Context: an optimization exercise on an open-source flow, tuned for small area, a short achievable clock period and few clock cycles per item. The choices shown serve that exercise and are no tape-out recipe. The RTL was checked by simulation tests, not by an equivalence proof against the original design. Power figures rest on the tool's default switching activity, not on a simulated workload.

old:
==> flow/design.v (excerpt) <==
module linear (
	clk,
	rst,
	start,
	ready,
	done,
	p__arg0_0_0,
	p__arg0_0_1,
	p__arg0_0_10,
	p__arg0_0_2,
	p__arg0_0_3,
	p__arg0_0_4,
	p__arg0_0_5,
	p__arg0_0_6,
	p__arg0_0_7,
	p__arg0_0_8,
	p__arg0_0_9,
	p___constant_11x11xf32_0_0,
	p___constant_11x11xf32_0_1,
	p___constant_11x11xf32_0_10,
	p___constant_11x11xf32_0_2,
	p___constant_11x11xf32_0_3,
	p___constant_11x11xf32_0_4,
	p___constant_11x11xf32_0_5,
	p___constant_11x11xf32_0_6,
	p___constant_11x11xf32_0_7,
	p___constant_11x11xf32_0_8,
	p___constant_11x11xf32_0_9,
	p___constant_11x11xf32_10_0,
	p___constant_11x11xf32_10_1,
	p___constant_11x11xf32_10_10,
	p___constant_11x11xf32_10_2,
	p___constant_11x11xf32_10_3,
	p___constant_11x11xf32_10_4,
	p___constant_11x11xf32_10_5,
	p___constant_11x11xf32_10_6,
	p___constant_11x11xf32_10_7,
	p___constant_11x11xf32_10_8,
	p___constant_11x11xf32_10_9,
	p___constant_11x11xf32_1_0,
	p___constant_11x11xf32_1_1,
	p___constant_11x11xf32_1_10,
	p___constant_11x11xf32_1_2,
	p___constant_11x11xf32_1_3,
	p___constant_11x11xf32_1_4,
	p___constant_11x11xf32_1_5,
	p___constant_11x11xf32_1_6,
	p___constant_11x11xf32_1_7,
	p___constant_11x11xf32_1_8,
	p___constant_11x11xf32_1_9,
	p___constant_11x11xf32_2_0,
	p___constant_11x11xf32_2_1,
	p___constant_11x11xf32_2_10,
	p___constant_11x11xf32_2_2,
	p___constant_11x11xf32_2_3,
	p___constant_11x11xf32_2_4,
	p___constant_11x11xf32_2_5,
	p___constant_11x11xf32_2_6,
	p___constant_11x11xf32_2_7,
	p___constant_11x11xf32_2_8,
	p___constant_11x11xf32_2_9,
	p___constant_11x11xf32_3_0,
	p___constant_11x11xf32_3_1,
	p___constant_11x11xf32_3_10,
	p___constant_11x11xf32_3_2,
	p___constant_11x11xf32_3_3,
	p___constant_11x11xf32_3_4,
	p___constant_11x11xf32_3_5,
	p___constant_11x11xf32_3_6,
  ...
For scale: ~600 flip-flops, roughly 0.056 mm2 of cells after synthesis.
clock: 8.0 ns
lec_check: 0
abc_area: 1
cap_margin: 30
core_area: 5 5 535 535
die_area: 0 0 540 540
place_density: 0.8
setup_slack_margin: 5
slew_margin: 30
tns_end_percent: 100
standard.sh (not shown) runs the stock make flow with config.mk's settings and CLKGATE_MAP_FILE= SYNTH_SCRIPT=/design/flow/synth_recipe.tcl, a recipe that flattens the netlist after the stock synthesis.
==> flow/flow/run.sh <==
#!/bin/bash
# The standard layout, with the port buffers made of the smallest buffer
# cell (sky130_fd_sc_hd__buf_1) instead of the one buffer_ports picks itself.
set -euo pipefail
export BUFFER_PORTS_ARGS="-buffer_cell sky130_fd_sc_hd__buf_1"
bash standard.sh > standard_flow.log 2>&1
old went all the way through synthesis, placement and routing and the layout is clean on timing, DRC and antenna.
Testbench counts of old, summed over its fixed seeds: cycles 29,600, items 800.
Inputs modified between old and new:
# old
export LEC_CHECK = 0
export ABC_AREA = 1
export CAP_MARGIN = 30
export CORE_AREA = 5 5 535 535
export DIE_AREA = 0 0 540 540
export PLACE_DENSITY = 0.8
export SETUP_SLACK_MARGIN = 5
export SLEW_MARGIN = 30
export TNS_END_PERCENT = 100
create_clock -name core_clock -period 8.0 [get_ports {clk}]
# new
export LEC_CHECK = 0
export CAP_MARGIN = 30
export CORE_AREA = 5 5 555 555
export DIE_AREA = 0 0 560 560
export PLACE_DENSITY = 0.7
export SETUP_SLACK_MARGIN = 5
export SLEW_MARGIN = 30
export TNS_END_PERCENT = 100
create_clock -name core_clock -period 8.0 [get_ports {clk}]
==> run summary <==
The met2 track demand over resource in new sits 4.6 points below the value recorded for old. | power | new vs old | 6.4% lower |. new gives less depth of the critical timing path with buffers and inverters included than old did. Against old, first-pass GRT wire length in new fell by a few percent. new against old: share of total power in the clock network rose 1.2 points, final area fell about 2%, post-synthesis instance area fell 0.0024 mm2, number of nets in the synthesized netlist fell 1946, synthesized cell count fell 22%. new — number of detailed-routing iterations run before antenna repair 2 lower, old as reference.

==> separate check: timing with driven ports <==
The results above use ideal ports. As a check the final layouts listed here were re-extracted and re-timed, cells and wires unchanged. Step 1 sets driving cells, clkbuf_16 on the clock port and buf_2 on the other inputs (assumed; they add their load-dependent delay and slew). Step 2, shift: input delay + t, output delay - t, t = (earliest + latest rising clock arrival at the registers) / 2. This alone moves slack from input paths to output paths. Slacks: ideal ports / drivers / drivers and shift; pairs: ideal ports / drivers.
| run | t, ns | slack for setup (ns) | clock arrival spread, ns | slew at the worst register clock pin (ns) | cell pins on the clock port's net |
|---|---|---|---|---|---|
| old | 0.832 | 4.647 / 4.647 / 4.228 | 0.070 / 0.070 | 0.07 / 0.07 | 1 |
| new | 0.776 | 4.188 / 4.188 / 4.185 | 0.052 / 0.051 | 0.07 / 0.07 | 1 |
After both steps every run listed still meets setup and hold. The setup slack of old, which loses most, moves by 0.000 ns with the drivers and by -0.419 ns with both steps.
